Context: an optimization exercise on an open-source flow, tuned for small area. The choices shown serve that exercise and are no tape-out recipe. In this exercise RTL edits were held to simulation tests only and were not proved equivalent to the original. Power and IR drop assume default switching activity.

[flow/config.mk]
export PLATFORM = sky130hd
export DESIGN_NAME = mic_array_cic
export DESIGN_NICKNAME = mic_array_cic
export VERILOG_FILES = /design/flow/design.v
export SDC_FILE = /design/flow/constraint.sdc
export NUM_CORES = 4
export LEC_CHECK = 0
export CAP_MARGIN = 20
export CORE_MARGIN = 2
export CORE_UTILIZATION = 40
export CTS_CLUSTER_DIAMETER = 100
export CTS_CLUSTER_SIZE = 30
export PLACE_DENSITY = 0.75
export SLEW_MARGIN = 20
export SYNTH_HIERARCHICAL = 1
[flow/design.v]
module cic_filter (
	clk,
	in_data,
	nload,
	c0, c3, c03,
	c1, c2, c12,
	out_data);
	input		clk;
	input		in_data;		 
	input		nload;			 
	input	[9:0]	c0, c3, c03;
	input	[11:0]	c1, c2, c12;
	output	[15:0]	out_data;
	reg [41:1]  dl;			 
	reg         s0, s3, s03;	 
	reg         s1, s2, s12;	 
	reg [15:0]  acc;
	wire d0  = s0 | s03;		 
	wire d14 = s1 | s12;		 
	wire d28 = s2 | s12;		 
	wire [9:0]  a = ({10{s0}} & c0) | ({10{s3}} & c3) | ({10{s03}} & c03);
	wire [11:0] b = ({12{s1}} & c1) | ({12{s2}} & c2) | ({12{s12}} & c12);
	wire [15:0] p  = acc & {16{nload}};
	wire [15:0] na = ~{6'd0, a};
	wire [15:0] nb = ~{4'd0, b};
	wire [15:0] s  = p ^ na ^ nb;
	wire [15:0] cy = (p & na) | (p & nb) | (na & nb);
	wire [15:0] q  = {cy[14:0], 1'b1};
	wire [16:0] c;
	wire [15:0] sum;
	assign c[0] = 1'b1;
	genvar i;
	generate
		for (i = 0; i < 16; i = i + 1) begin : rc
			assign sum[i]   = s[i] ^ q[i] ^ c[i];
			assign c[i+1] = (s[i] & q[i]) | (s[i] & c[i]) | (q[i] & c[i]);
		end
	endgenerate
	always @(posedge clk) begin
		dl  <= {dl[40:29], d28, dl[27:15], d14, dl[13:1], d0};
		s0  <= in_data & ~dl[41];
		s3  <= ~in_data & dl[41];
		s03 <= in_data & dl[41];
		s1  <= dl[13] & ~dl[27];
		s2  <= ~dl[13] & dl[27];
		s12 <= dl[13] & dl[27];
		acc <= sum;
	end
	assign out_data = {acc != 16'd0, acc[15:1]};
endmodule
module mic_cicfilter_connection (ph, v, c0, c3, c03, c1, c2, c12);
	input  [3:0]  ph;
	input  [3:0]  v;
	output [9:0]  c0, c3, c03;
	output [11:0] c1, c2, c12;
	reg [9:0]  h0, h3, h03;
	reg [11:0] h1, h2, h12;
	always @(*) begin
		case (ph)
		4'd0: begin h0 = 10'd560; h3 = 10'd0; h03 = 10'd560; h1 = 12'd1820; h2 = 12'd364; h12 = 12'd2184; end
		4'd1: begin h0 = 10'd455; h3 = 10'd0; h03 = 10'd455; h1 = 12'd1834; h2 = 12'd455; h12 = 12'd2289; end
		4'd2: begin h0 = 10'd364; h3 = 10'd0; h03 = 10'd364; h1 = 12'd1820; h2 = 12'd560; h12 = 12'd2380; end
		4'd3: begin h0 = 10'd286; h3 = 10'd1; h03 = 10'd287; h1 = 12'd1781; h2 = 12'd676; h12 = 12'd2457; end
		4'd4: begin h0 = 10'd220; h3 = 10'd4; h03 = 10'd224; h1 = 12'd1720; h2 = 12'd800; h12 = 12'd2520; end
		4'd5: begin h0 = 10'd165; h3 = 10'd10; h03 = 10'd175; h1 = 12'd1640; h2 = 12'd929; h12 = 12'd2569; end
		4'd6: begin h0 = 10'd120; h3 = 10'd20; h03 = 10'd140; h1 = 12'd1544; h2 = 12'd1060; h12 = 12'd2604; end
		4'd7: begin h0 = 10'd84; h3 = 10'd35; h03 = 10'd119; h1 = 12'd1435; h2 = 12'd1190; h12 = 12'd2625; end
		4'd8: begin h0 = 10'd56; h3 = 10'd56; h03 = 10'd112; h1 = 12'd1316; h2 = 12'd1316; h12 = 12'd2632; end
		4'd9: begin h0 = 10'd35; h3 = 10'd84; h03 = 10'd119; h1 = 12'd1190; h2 = 12'd1435; h12 = 12'd2625; end
		4'd10: begin h0 = 10'd20; h3 = 10'd120; h03 = 10'd140; h1 = 12'd1060; h2 = 12'd1544; h12 = 12'd2604; end
		4'd11: begin h0 = 10'd10; h3 = 10'd165; h03 = 10'd175; h1 = 12'd929; h2 = 12'd1640; h12 = 12'd2569; end
		4'd12: begin h0 = 10'd4; h3 = 10'd220; h03 = 10'd224; h1 = 12'd800; h2 = 12'd1720; h12 = 12'd2520; end
		4'd13: begin h0 = 10'd1; h3 = 10'd286; h03 = 10'd287; h1 = 12'd676; h2 = 12'd1781; h12 = 12'd2457; end
		default: begin h0 = 10'd0; h3 = 10'd0; h03 = 10'd0; h1 = 12'd0; h2 = 12'd0; h12 = 12'd0; end
		endcase
	end
	assign c0  = v[0] ? h0 : 10'd0;
	assign c3  = v[3] ? h3 : 10'd0;
	assign c03 = v[3] ? h03 : c0;
	assign c1  = v[1] ? h1 : 12'd0;
	assign c2  = v[2] ? h2 : 12'd0;
	assign c12 = v[2] ? h12 : c1;
endmodule
module mic_array_cic(clk, rst_n, pdm_in, filter_out, out_valid);
	input clk;
	input rst_n;			 
	input [15:0] pdm_in;
	output [255:0] filter_out;
	output out_valid;
	reg [3:0] ph;			 
	reg       first;		 
	reg [3:1] vm;			 
	reg       vld;
	always @(posedge clk) begin
		if (!rst_n) begin
			ph    <= 4'd13;
			first <= 1'b1;
			vm    <= 3'd0;
			vld   <= 1'b0;
		end
		else begin
			ph    <= (ph == 4'd13) ? 4'd0 : ph + 4'd1;
			first <= 1'b0;
			if (ph == 4'd13 && !first)
				vm <= {vm[2:1], 1'b1};
			vld   <= (ph == 4'd13);
		end
	end
	assign out_valid = vld;
	wire nload = ~(first | (ph == 4'd0));
	wire [9:0]  c0, c3, c03;
	wire [11:0] c1, c2, c12;
	mic_cicfilter_connection coef(.ph(ph), .v({vm, ~first}),
		.c0(c0), .c3(c3), .c03(c03), .c1(c1), .c2(c2), .c12(c12));
	genvar g;
	generate
		for (g = 0; g < 16; g = g + 1) begin : ch
			cic_filter f(.clk(clk), .in_data(pdm_in[g]), .nload(nload),
				.c0(c0), .c3(c3), .c03(c03), .c1(c1), .c2(c2), .c12(c12),
				.out_data(filter_out[16*g +: 16]));
		end
	endgenerate
endmodule
[flow/flow/run.sh]
#!/bin/bash
# The standard layout (the standard.sh), with one change: the buffer that
# placement puts on every input and output port is the smallest plain buffer
# (buf_1) instead of the cell buffer_ports picks by itself.
set -euo pipefail
export BUFFER_PORTS_ARGS="-buffer_cell sky130_fd_sc_hd__buf_1"
bash standard.sh > standard.log 2>&1
[flow/constraint.sdc]
create_clock -name core_clock -period 10.0 [get_ports {clk}]
set_input_delay 2.0000 -clock core_clock [delete_from_list [all_inputs] [get_ports {clk}]]
set_output_delay 2.0000 -clock core_clock [all_outputs]
set_load 0.01 [all_outputs]
[flow/standard.sh]
#!/bin/bash
# synth_recipe.tcl (not shown) runs the flow's synth.tcl, then flattens the netlist and writes it again
# the make line also repeats each setting of config.mk as NAME=value (left out here)
make -C /OpenROAD-flow-scripts/flow DESIGN_CONFIG=/design/flow/config.mk WORK_HOME=/design/flow/orfs CLKGATE_MAP_FILE= SYNTH_SCRIPT=/design/flow/synth_recipe.tcl "${@:-finish}"
==> impl_metrics.py, run 1 <==
metrics = {
    "status": {
        "status": "finished clean",
    },
    "route": {
        "ant_nets": 0,
        "routed_wl_mm": 114,
        "vias_per_cell": 5.74,
        "routedWlPerCell_um": 26.4,
        "vias": 24875,
        "dr.pass1.iters": 19,
        "initialDrtViolationCount": 5212,
        "drc_errors": 0,
    },
    "floorplanning": {
        "coreArea_um2": 96400,
        "ios": 275,
        "dieArea_um2": 99600,
        "die_y_um": 316,
        "die_w_um": 316,
        "row_count": 114,
        "start_util": 0.403,
    },
    "finish": {
        "final_cell_count_no_fill": 4332,
        "synthToLayoutAreaGrowth_pct": 4.16,
        "finalNetCount": 3497,
        "final_layout_size_suffix_gt1_frac": 0.0645,
        "design_area_um2": 40400,
    },
    "placement": {
        "portBuffers": 274,
        "place_ws_ps": 1210,
        "place.gp.congestion": 0.962,
        "placed_area_um2": 39300,
        "dp_hpwl_mm": 75.9,
        "dp_cells": 4283,
    },
    "synthesis": {
        "synth_top_family_by_area": "adder cells",
        "synthSimpleGateAreaFrac": 0.0862,
        "yosysTopAreaCellShare": 0.508,
        "syn_avg_cell_area_um2": 12.7,
        "synth-seq-cells": 985,
        "async_reset_ff_frac": 0,
        "ys_warn_count": 9,
        "synthDistinctLibCells": 46,
        "synth_edf_count": 0,
        "synth_fa_ha_area_frac": 0.204,
        "synth_area_leader_cell": "dfxtp_1",
        "synthXorXnorAreaFrac": 0.00361,
        "synth_area_um2": 38800,
        "syn_inst": 3051,
        "synth_area_leaders": "dfxtp_1, fa_1, a222oi_1",
        "synth_flop_cell": "dfxtp_1",
        "synth_mux_area_frac": 0.00267,
        "synth_most_common_cell": "dfxtp_1",
        "synth_common_cells": "dfxtp_1, a222oi_1, fa_1",
        "synth-compound-area-share": 0.103,
        "synth.yosys.seq_area_share": 0.508,
    },
    "clock_tree": {
        "clock_sinks": 985,
        "clkSlewWorstSetupHoldPaths_ps": 120,
        "clk_latency_ps": 630,
        "numCtsBuffers": 40,
        "cts_buffer_depth": 3,
        "post_cts.repair.setup_buffers": 0,
        "tritoncts": "yes",
        "cts-root-buf": "clkbuf_16",
        "post_cts_resized": 0,
        "cts_max_level": 2,
        "hold_buffers": 0,
    },
    "sta": {
        "hold_viol": 0,
        "maxSlewViolCount": 0,
        "fin_ws_ps": 1020,
        "worstMarginPinSlew_ps": 1250,
        "period_minus_slack_ps": 8980,
        "final.setup.tns_ps": 0,
        "period_share": 0.898,
        "whs_ps": 304,
        "fmax_mhz": 111,
        "rsz0062_at_grt": "false",
        "finClkSkew_ps": 35.7,
        "slew_headroom": 0.163,
        "finalSetupViolations": 0,
    },
    "worst_setup_path": {
        "critPathRequiredTime_ps": 10560,
        "path_max_fanout": 16,
        "critical_path.endpoint_type": "register",
        "ff2ff_path_depth": 24,
        "worstSetupPathType": "reg -> reg",
        "rrSetupSlack_ps": 1020,
        "startpoint_type": "register",
        "worstPathArrival_ps": 9540,
    },
    "power_and_ir_drop": {
        "p_int_mw": 6.81,
        "power_density_nw_per_um2": 268,
        "ir_drop_mv": 0.142,
        "combPwrFrac": 0.312,
        "sw_frac_of_total": 0.371,
        "leakage_nw": 15.6,
        "p_clk_frac": 0.180,
        "seqPwrFrac": 0.508,
        "p_sw_mw": 4.02,
    },
    "flow_run": {
        "drv_cap": 0,
    },
    "min_path": {
        "hold_depth": 0,
        "hold_path_class": "reg -> reg",
    },
    "global_routing": {
        "track_usage": 0.227,
        "grt_pass1_vias": 24762,
        "grt_pass1_wl_mm": 165,
        "grt_start_max_net_pins": 109,
        "antenna_found_initial": 8,
        "grt_overflow": 0,
    },
}
Yosys stat by module, one instance, submodules excluded:
module,cells,flops+latches,copies in the design,cell area (um^2)
mic_cicfilter_connection,215,0,1,1290
cic_filter,175,61,16,2320
mic_array_cic,36,9,1,363
metrics by stage:
stage	power, mW	utilization
after detailed placement	8.91	0.408
after global placement	8.77	0.408
after floorplan	7.96	-
final	10.8	0.419
after CTS	10.8	0.419
after global routing	11.5	0.419
power groups by stage:
stage	clock, mW	sequential [mW]	combinational [mW]
finish	1.95	5.50	3.38
detailed placement	0	5.57	3.34
CTS	1.99	5.49	3.36
floorplan	0	5.11	2.85
global route	2.13	5.57	3.82
global placement	0	5.57	3.21
layout make-up:
type	count	area (um^2)
Inverter	222	833
Clock buffer	41	1030
Antenna cell	2	5.00
Fill cell	9025	56000
Timing Repair Buffer	328	1450
Clock inverter	6	77.6
Multi-Input combinational cell	1472	15700
Sequential cell	985	19700
Tap cell	1276	1600
final timing paths:
path	start	end
max	ph[0]	ch[7].f.acc[14]
max reg2reg	ph[0]	ch[7].f.acc[14]
min	ch[14].f.dl[37]	ch[14].f.dl[38]
min reg2reg	ch[14].f.dl[37]	ch[14].f.dl[38]
cell families after synthesis:
logic type                 count (synthesis)
muxes                                     10
DFF                                      985
and+or+nand+nor                          587
buffers and inverters                    596
AOI/OAI and AO/OA                        426
adders and majority gates                430
xor gates and xnor gates                  16
other                                      1
cell usage in the layout (no fill, tap or decap), types with 5 or more instances in the layout:
| master | netlist | layout |
|---|---|---|
| dfxtp_1 | 985 | 984 |
| o311a_1 | 5 | 5 |
| and3_1 | 7 | 7 |
| xnor2_1 | 16 | 16 |
| buf_4 | 244 | 53 |
| nand2_1 | 103 | 103 |
| clkbuf_16 | 0 | 41 |
| nor4_1 | 64 | 64 |
| fa_1 | 336 | 336 |
| a222oi_1 | 352 | 352 |
| inv_1 | 221 | 221 |
| and2_1 | 219 | 217 |
| buf_1 | 0 | 274 |
| o21ai_0 | 14 | 9 |
| nor2b_1 | 70 | 70 |
| nand4_1 | 17 | 17 |
| or2_2 | 50 | 50 |
| ha_1 | 94 | 94 |
| nor2_2 | 0 | 8 |
| nor2_1 | 31 | 22 |
| a21oi_1 | 20 | 10 |
| mux2i_1 | 7 | 7 |
| nand2b_1 | 13 | 13 |
| a21oi_2 | 0 | 8 |
| o21ai_2 | 0 | 5 |
sequential cells by signal (all words and copies together), names as in the netlist:
signal	flops
ch.f.acc	256
ch.f.s1	16
ch.f.s2	16
ch.f.s03	16
ch.f.s0	16
ch.f.s12	16
ph	4
first	1
ch.f.s3	16
vm	3
vld	1
ch.f.dl	624
per-layer routing:
layer,track usage,part of all wire
met5,0.00663,0.0012
met4,0.110,0.056
met3,0.0844,0.15
met2,0.323,0.41
met1,0.302,0.38
worst max-delay path, stage by stage (launching register included):
cell and delay [ps]:
dfxtp_1 680, ha_1 440, nand2b_1 290, o21ai_1 210, and2_1 960, a222oi_1 370
fa_1 560, inv_1 70, ha_1 140, inv_1 60, fa_1 450, fa_1 460
fa_1 460, fa_1 460, fa_1 430, fa_1 390, fa_1 400, fa_1 420
fa_1 420, fa_1 410, fa_1 370, inv_1 60, ha_1 140, ha_1 220
inv_1 60
==> run 2, diff against run 1 <==
--- a/flow/config.mk
+++ b/flow/config.mk
@@ -11,3 +11,3 @@
 export CTS_CLUSTER_DIAMETER = 100
-export CTS_CLUSTER_SIZE = 30
+export CTS_CLUSTER_SIZE = 27
 export PLACE_DENSITY = 0.75
==> impl_metrics.py, run 2 <==
metrics = {
    "finish": {
        "regMostFlops": "ch.f.dl",
        "largestRegisters": "ch.f.dl x624, ch.f.acc x256",
        "synthToLayoutAreaGrowth_pct": 4.19,
        "final_layout_size_suffix_gt1_frac": 0.0641,
        "layout_common_cells": "dfxtp_1, a222oi_1, fa_1",
        "largest_reg_flops": 624,
        "layout_commonest_cell": "dfxtp_1",
        "design_area_um2": 40500,
        "nFillCells": 9002,
        "finalNetCount": 3499,
    },
    "global_routing": {
        "grt.met2_usage": 0.323,
        "grt_use_met3": 0.0874,
        "grt-busiest-layer": "met2",
        "met1_usage": 0.300,
        "track_usage": 0.226,
        "grt_pass1_wl_mm": 165,
        "antenna_found_initial": 9,
        "grt_overflow": 0,
        "grt_pass1_vias": 24748,
        "grt_start_max_net_pins": 109,
    },
    "clock_tree": {
        "numCtsBuffers": 42,
        "hold_buffers": 0,
        "cts_buffer_depth": 3,
        "cts-root-buf": "clkbuf_16",
        "cts_max_level": 2,
        "post_cts.repair.setup_buffers": 0,
        "post_cts_resized": 0,
        "clk_latency_ps": 610,
        "clock_sinks": 985,
        "tritoncts": "yes",
        "clkSlewWorstSetupHoldPaths_ps": 110,
    },
    "synthesis": {
        "synth_area_leaders": "dfxtp_1, fa_1, a222oi_1",
        "synth_edf_count": 0,
        "synth_flop_cell": "dfxtp_1",
        "synth_area_um2": 38800,
        "syn_avg_cell_area_um2": 12.7,
        "async_reset_ff_frac": 0,
        "synth_most_common_cell": "dfxtp_1",
        "synth-seq-cells": 985,
        "synthDistinctLibCells": 46,
        "yosysTopAreaCellShare": 0.508,
        "syn_inst": 3051,
        "synth.yosys.seq_area_share": 0.508,
        "synth_common_cells": "dfxtp_1, a222oi_1, fa_1",
        "synth_area_leader_cell": "dfxtp_1",
        "ys_warn_count": 9,
    },
    "power_and_ir_drop": {
        "leakage_nw": 15.6,
        "ir_drop_mv": 0.117,
        "p_clk_frac": 0.180,
        "p_sw_mw": 4.00,
        "sw_frac_of_total": 0.369,
        "combPwrFrac": 0.312,
        "power_density_nw_per_um2": 268,
        "seqPwrFrac": 0.508,
        "p_int_mw": 6.84,
    },
    "placement": {
        "place.gp.congestion": 0.962,
        "dp_hpwl_mm": 75.9,
        "portBuffers": 274,
        "placed_area_um2": 39300,
    },
    "flow_run": {
        "drv_cap": 0,
    },
    "sta": {
        "period_share": 0.905,
        "maxSlewViolCount": 0,
        "hold_viol": 0,
        "finalSetupViolations": 0,
        "fmax_mhz": 110,
        "final.setup.tns_ps": 0,
        "slew_headroom": 0.137,
        "rsz0062_at_grt": "false",
        "worstMarginPinSlew_ps": 1290,
        "finClkSkew_ps": 31.6,
        "period_minus_slack_ps": 9050,
    },
    "worst_setup_path": {
        "ff2ff_path_depth": 24,
        "critPathRequiredTime_ps": 10560,
        "startpoint_type": "register",
        "critical_path.endpoint_type": "register",
        "path_max_fanout": 16,
        "worstPathArrival_ps": 9610,
        "worstSetupPathType": "reg -> reg",
        "rrSetupSlack_ps": 950,
    },
    "route": {
        "vias_per_cell": 5.75,
        "vias": 24947,
        "routedWlPerCell_um": 26.3,
        "dr.pass1.iters": 12,
        "drc_errors": 0,
        "ant_nets": 0,
        "initialDrtViolationCount": 4888,
        "routed_wl_mm": 114,
    },
    "floorplanning": {
        "coreArea_um2": 96400,
        "row_count": 114,
        "start_util": 0.403,
        "dieArea_um2": 99600,
        "ios": 275,
        "die_w_um": 316,
        "die_y_um": 316,
    },
    "status": {
        "status": "finished clean",
    },
    "min_path": {
        "hold_path_class": "reg -> reg",
        "hold_depth": 0,
    },
}
## run 2: logic make-up after synthesis
family,synth area share
other,0.0000966
DFF,0.508
xor gates and xnor gates,0.00361
and+or+nand+nor,0.0862
muxes,0.00267
buffers and inverters,0.0932
AOI/OAI and AO/OA,0.103
adders and majority gates,0.204
## run 2: power by group through the flow
| stage | registers (mW) | logic, mW | clock network [mW] |
|---|---|---|---|
| 2_1_floorplan | 5.11 | 2.85 | 0 |
| 3_3_place_gp | 5.57 | 3.21 | 0 |
| 3_5_place_dp | 5.57 | 3.34 | 0 |
| 4_1_cts | 5.49 | 3.36 | 1.99 |
| 5_1_grt | 5.58 | 3.82 | 2.13 |
| 6_report | 5.50 | 3.38 | 1.95 |
## run 2: final timing paths
kind                        start         endpoint
setup reg to reg            ph[0]  ch[7].f.acc[14]
hold / removal    ch[13].f.dl[38]  ch[13].f.dl[39]
hold reg to reg   ch[13].f.dl[38]  ch[13].f.dl[39]
setup / recovery            ph[0]  ch[7].f.acc[14]
## run 2: cell type report
class / instances / area (um^2) / share of cell area
repair buffers: 328 / 1450 / 0.0357
diodes: 3 / 7.51 / 0.000186
multi-input cells: 1472 / 15700 / 0.389
flip-flops and latches: 985 / 19700 / 0.487
well taps: 1276 / 1600 / 0.0395
inverters: 222 / 833 / 0.0206
clock buffers: 46 / 1090 / 0.0269
clock inverters: 3 / 25.0 / 0.000619
## run 2: Yosys stat by module, one instance, submodules excluded
module | cells | area, um^2
mic_array_cic | 36 | 363
cic_filter | 175 | 2320
mic_cicfilter_connection | 215 | 1290
## run 2: per-layer routing
layer	vias up	wire [um]
met3	401	16800
met1	12272	43800
met4	10	6660
li1	10420	-
met5	-	78
met2	1844	46900
## run 2: critical path, stage by stage, from the launching register on
cell	delay, ps
dfxtp_1	680
ha_1	440
nand2b_1	280
o21ai_1	210
and2_1	1030
a222oi_1	400
fa_1	560
inv_1	70
ha_1	140
inv_1	50
fa_1	450
fa_1	460
fa_1	460
fa_1	460
fa_1	430
fa_1	390
fa_1	400
fa_1	420
fa_1	420
fa_1	410
fa_1	370
inv_1	60
ha_1	140
ha_1	220
inv_1	60
## run 2: through the flow
step / power [mW] / std cells / hold slack [ps] / setup slack (ps) / utilization
finish: 10.8 / 4335 / 309 / 949 / 0.420
global route: 11.5 / 4333 / 325 / 792 / 0.420
CTS: 10.9 / 4332 / 318 / 1190 / 0.420
global placement: 8.77 / 4283 / 310 / 1030 / 0.408
detailed placement: 8.91 / 4283 / 312 / 1210 / 0.408
floorplan: 7.96 / 3053 / 310 / 417 / -

[separate check: timing with driven ports]
The flow's constraints put no driver on any port. The routed layouts listed below were extracted and timed again, unchanged, in two steps.
Step 1, drivers: a clkbuf_16 drives clk and a buf_2 each remaining input, both assumed.
Step 2 adds t to the input delays and takes it off the output delays; t is the mean of the earliest and latest rising clock arrival at the registers after step 1. Input paths then give back, and output paths get back, about the clock's delay inside the block.
Three values: ideal, step 1, step 2; two values: the first two.
| run | t, ns | setup slack, ns | worst hold slack (ns) | slew at the worst register clock pin (ns) | worst data-port slew with drivers (ns) |
|---|---|---|---|---|---|
| run 1 | 0.669 | 1.021 / 1.021 / 1.021 | 0.304 / 0.304 / 0.304 | 0.12 / 0.12 | 0.13 |
| run 2 | 0.666 | 0.949 / 0.949 / 0.949 | 0.309 / 0.309 / 0.309 | 0.12 / 0.12 | 0.13 |
After both steps setup and hold are still met in every run listed.
